Source: an optimization exercise on an open RTL-to-GDS flow (aim: small area). Production flows keep margins and buffers that such runs may drop. Function was checked by simulation only, so behaviour that the tests miss may differ from the original.

Setup of exp/juniper:
Design Poly94_Video, start of the top module:
module Poly94_Video(
    input  wire        clk_i,
    input  wire        rst_i,
    input  wire        fb_en_i,
    output wire        sdram_cmd_valid_o,
    input  wire        sdram_cmd_ready_i,
    output wire [23:0] sdram_addr_x16_o,
    input  wire        sdram_resp_valid_i,
    input  wire        sdram_resp_last_i,
    input  wire [15:0] sdram_rdata_i,
    output wire        sdram_ack_o,
    output wire        hsync_n_o,
    output wire        vsync_n_o,
    output wire        blank_n_o,
    output wire        pixel_valid_o,
    output wire        end_of_visible_line_o,
    output wire        end_of_frame_o,
    output wire [23:0] vga_color_o
);
    wire valid, left, top, line0;
    VGA_Timing_Generator vgatm(
        .clk_i(clk_i),
        .rst_i(rst_i),
        .hsync_n_o(hsync_n_o),
        .vsync_n_o(vsync_n_o),
        .blank_n_o(blank_n_o),
        .valid_o(valid),
        .end_of_visible_line_o(end_of_visible_line_o),
        .end_of_frame_o(end_of_frame_o),
        .left_o(left),
        .top_o(top),
        .line0_o(line0)
    );
    assign pixel_valid_o = valid;
    Video_Ctrl video_inst(
        .clk_i(clk_i),
        .rst_i(rst_i),
        .fb_en_i(fb_en_i),
        .sdram_cmd_valid(sdram_cmd_valid_o),
        .sdram_cmd_ready(sdram_cmd_ready_i),
        .sdram_ack(sdram_ack_o),
        .sdram_addr_x16(sdram_addr_x16_o),
        .sdram_resp_valid(sdram_resp_valid_i),
        .sdram_resp_last(sdram_resp_last_i),
        .sdram_rdata(sdram_rdata_i),
        .valid_i(valid),
        .left_i(left),
        .top_i(top),
        .line0_i(line0),
        .end_of_frame_i(end_of_frame_o),
        .rgb_o(vga_color_o)
    );
endmodule
Size: ~78 I/O pins.
==> module Video_Ctrl, before the edit <==
module Video_Ctrl #(
  parameter DEPTH     = 47,
  parameter REQ_LEVEL = 29
)(
  input  wire        clk_i,
  input  wire        rst_i,
  input  wire        fb_en_i,
  output wire        sdram_cmd_valid,
  input  wire        sdram_cmd_ready,
  output wire        sdram_ack,
  output wire [23:0] sdram_addr_x16,
  input  wire        sdram_resp_valid,
  input  wire        sdram_resp_last,
  input  wire [15:0] sdram_rdata,
  input  wire        valid_i,
  input  wire        left_i,
  input  wire        top_i,
  input  wire        line0_i,
  input  wire        end_of_frame_i,
  output wire [23:0] rgb_o
);
localparam LW = $clog2(DEPTH + 1);
reg [15:0]   fifo [1:DEPTH];    
reg [LW-1:0] level;
reg [16:0]   addr;
reg          first_frame;       
reg          busy;              
reg          st0;               
wire         req = ~busy & st0;
wire         cap = busy & st0;
wire show = left_i & top_i;
wire pop  = valid_i & show & ~(first_frame & line0_i);
wire full = (level == DEPTH);
wire push = sdram_resp_valid & cap & (~full | pop);
wire ack  = sdram_resp_valid & sdram_resp_last;
wire want = (level <= REQ_LEVEL);
assign sdram_cmd_valid = req;
assign sdram_ack       = ack;
assign sdram_addr_x16  = {6'h20, 1'b0, addr};
integer k;
always @(posedge clk_i) begin
  if (push) begin
    fifo[1] <= sdram_rdata;
    for (k = 2; k <= DEPTH; k = k + 1)
      fifo[k] <= fifo[k-1];
  end
end
always @(posedge clk_i) begin
  if (rst_i) begin
    level       <= '0;
    addr        <= '0;
    first_frame <= 1'b1;
    busy        <= 1'b0;
    st0         <= 1'b0;
  end else begin
    if (push & ~pop)
      level <= level + 1'b1;
    else if (pop & ~push)
      level <= level - 1'b1;
    if (push)
      addr <= addr + 1'b1;
    if (busy) begin
      if (ack) begin
        busy <= 1'b0;
        st0  <= want;
      end else if (sdram_resp_valid & ~push) begin
        st0  <= 1'b0;
      end
    end else if (st0) begin
      if (sdram_cmd_ready)
        busy <= 1'b1;
    end else begin
      st0 <= want;
    end
    if (end_of_frame_i) begin
      level       <= '0;
      addr        <= '0;
      first_frame <= 1'b0;
    end
  end
end
localparam NG = (DEPTH + 2) / 3;
wire [3*NG:1] sel;
wire [15:0]   ent [1:3*NG];
genvar g;
generate
  for (g = 1; g <= 3 * NG; g = g + 1) begin : g_sel
    if (g <= DEPTH) begin : g_e
      assign sel[g] = (level == g);
      assign ent[g] = fifo[g];
    end else begin : g_rep
      assign sel[g] = sel[DEPTH];
      assign ent[g] = fifo[DEPTH];
    end
  end
endgenerate
wire [15:0] grp_n [0:NG-1];
generate
  for (g = 0; g < NG; g = g + 1) begin : g_grp
    Sel3_N u_sel (
      .a0(ent[3*g+1]), .a1(ent[3*g+2]), .a2(ent[3*g+3]),
      .s0(sel[3*g+1]), .s1(sel[3*g+2]), .s2(sel[3*g+3]),
      .y_n(grp_n[g])
    );
  end
endgenerate
reg [15:0] d;
always @(*) begin
  d = 16'h0000;
  for (k = 0; k < NG; k = k + 1)
    d = d | ~grp_n[k];
end
assign rgb_o = ~fb_en_i ? 24'hFF00FF :
               ~show    ? 24'h000000 :
               {d[15:11], d[15:13], d[10:5], d[10:9], d[4:0], d[2:0]};
endmodule
clock: 10.0 ns
lec_check: 0
cap_margin: 20
core_margin: 2
core_utilization: 60
place_density: 0.7
slew_margin: 20
synth_hierarchical: 1
synth_memory_max_bits: 32768
standard.sh (not shown) runs the stock make flow with config.mk's settings and CLKGATE_MAP_FILE= SYNTH_SCRIPT=/design/flow/synth_recipe.tcl, a recipe that flattens the netlist after the stock synthesis.
==> flow/flow/run.sh <==
#!/bin/bash
# The standard layout with three changes:
# - synthesis is the standard flow's own script, except that ABC maps the logic with an
#   area-oriented script (flow/abc_area_map.script: ifraig, dc2, dch, amap)
#   instead of ORFS's delay-oriented one; flip-flops are mapped as before
# - port buffers use the smallest buffer cell
# - the clock tree uses clkbuf_8 sink clusters of up to 18 flip-flops, without
#   dummy loads
set -euo pipefail
HERE=$(pwd)
{
  cat << 'EOT'
proc abc {args} {
  set i [lsearch -exact $args -script]
  if {$i >= 0} { lset args [expr {$i + 1}] $::env(AREA_ABC_SCRIPT) }
  yosys abc {*}$args
}
EOT
  cat synth_recipe.tcl
} > synth_area.tcl
export AREA_ABC_SCRIPT="$HERE/flow/abc_area_map.script"
export BUFFER_PORTS_ARGS="-buffer_cell sky130_fd_sc_hd__buf_1"
export CTS_ARGS="-sink_clustering_enable -repair_clock_nets -sink_clustering_size 18 -sink_clustering_max_diameter 60 -buf_list sky130_fd_sc_hd__clkbuf_8 -dont_use_dummy_load"
bash standard.sh SYNTH_SCRIPT="$HERE/synth_area.tcl" synth > synth.log 2>&1
bash standard.sh > standard.log 2>&1
==> flow/flow/abc_area_map.script <==
strash
dc2
dch -f
amap
topo
Input changes introduced in exp/violet (baseline for comparison: exp/juniper):
--- a/flow/design.v
+++ b/flow/design.v
@@ -70,12 +70,11 @@
 reg [15:0]   fifo [1:DEPTH];    
 reg [LW-1:0] level;
 reg [16:0]   addr;
 reg          first_frame;       
+reg          req;               
 reg          busy;              
-reg          st0;               
-wire         req = ~busy & st0;
-wire         cap = busy & st0;
+reg          cap;               
 wire show = left_i & top_i;
 wire pop  = valid_i & show & ~(first_frame & line0_i);
 wire full = (level == DEPTH);
 wire push = sdram_resp_valid & cap & (~full | pop);
@@ -96,29 +95,33 @@
   if (rst_i) begin
     level       <= '0;
     addr        <= '0;
     first_frame <= 1'b1;
+    req         <= 1'b0;
     busy        <= 1'b0;
-    st0         <= 1'b0;
+    cap         <= 1'b0;
   end else begin
     if (push & ~pop)
       level <= level + 1'b1;
     else if (pop & ~push)
       level <= level - 1'b1;
     if (push)
       addr <= addr + 1'b1;
-    if (busy) begin
+    if (sdram_resp_valid & ~push)
+      cap <= 1'b0;
+    if (req) begin
+      if (sdram_cmd_ready) begin
+        req  <= 1'b0;
+        busy <= 1'b1;
+        cap  <= 1'b1;
+      end
+    end else if (busy) begin
       if (ack) begin
         busy <= 1'b0;
-        st0  <= want;
-      end else if (sdram_resp_valid & ~push) begin
-        st0  <= 1'b0;
+        req  <= want;
       end
-    end else if (st0) begin
-      if (sdram_cmd_ready)
-        busy <= 1'b1;
     end else begin
-      st0 <= want;
+      req <= want;
     end
     if (end_of_frame_i) begin
       level       <= '0;
       addr        <= '0;
Findings:
- In the reports for exp/juniper and exp/violet, the larger tightest hold margin belongs to exp/violet.
- exp/violet gives more slew at the pin with the worst max-slew slack than exp/juniper did.
- exp/violet has synthesized cell count above what exp/juniper had.
- In terms of post-synthesis adder-cell area fraction, exp/juniper and exp/violet differ only marginally.
- Global-route usage, exp/juniper and exp/violet: smaller value in exp/juniper
- Relative to exp/juniper, the wire length measured on exp/violet has increased by a few percent.

-- separate check: timing with driven ports --
No port has a modelled driver above. Below, the same layouts with a new extraction and two added sets of constraints.
Step 1 sets driving cells, clkbuf_16 on the clock port and buf_2 on the other inputs (assumed; they add their load-dependent delay and slew).
Step 2 moves the port delays by t, midway between the first and last clock arrival at a register: inputs arrive t later, outputs are due t later. That takes back most of the time a late clock gives input paths.
Three values: ideal, step 1, step 2; two values: the first two.
run | t (ns) | slack for setup (ns) | hold WS [ns] | worst setup path after step 2 | pins driven straight from the clock port
exp/juniper | 0.703 | 4.252 / 4.200 / 4.404 | 0.404 / 0.404 / 0.404 | input to output | 1
exp/violet | 0.706 | 3.874 / 3.821 / 4.527 | 0.419 / 0.419 / 0.419 | register to output | 1
After both steps setup and hold are still met in every run listed.
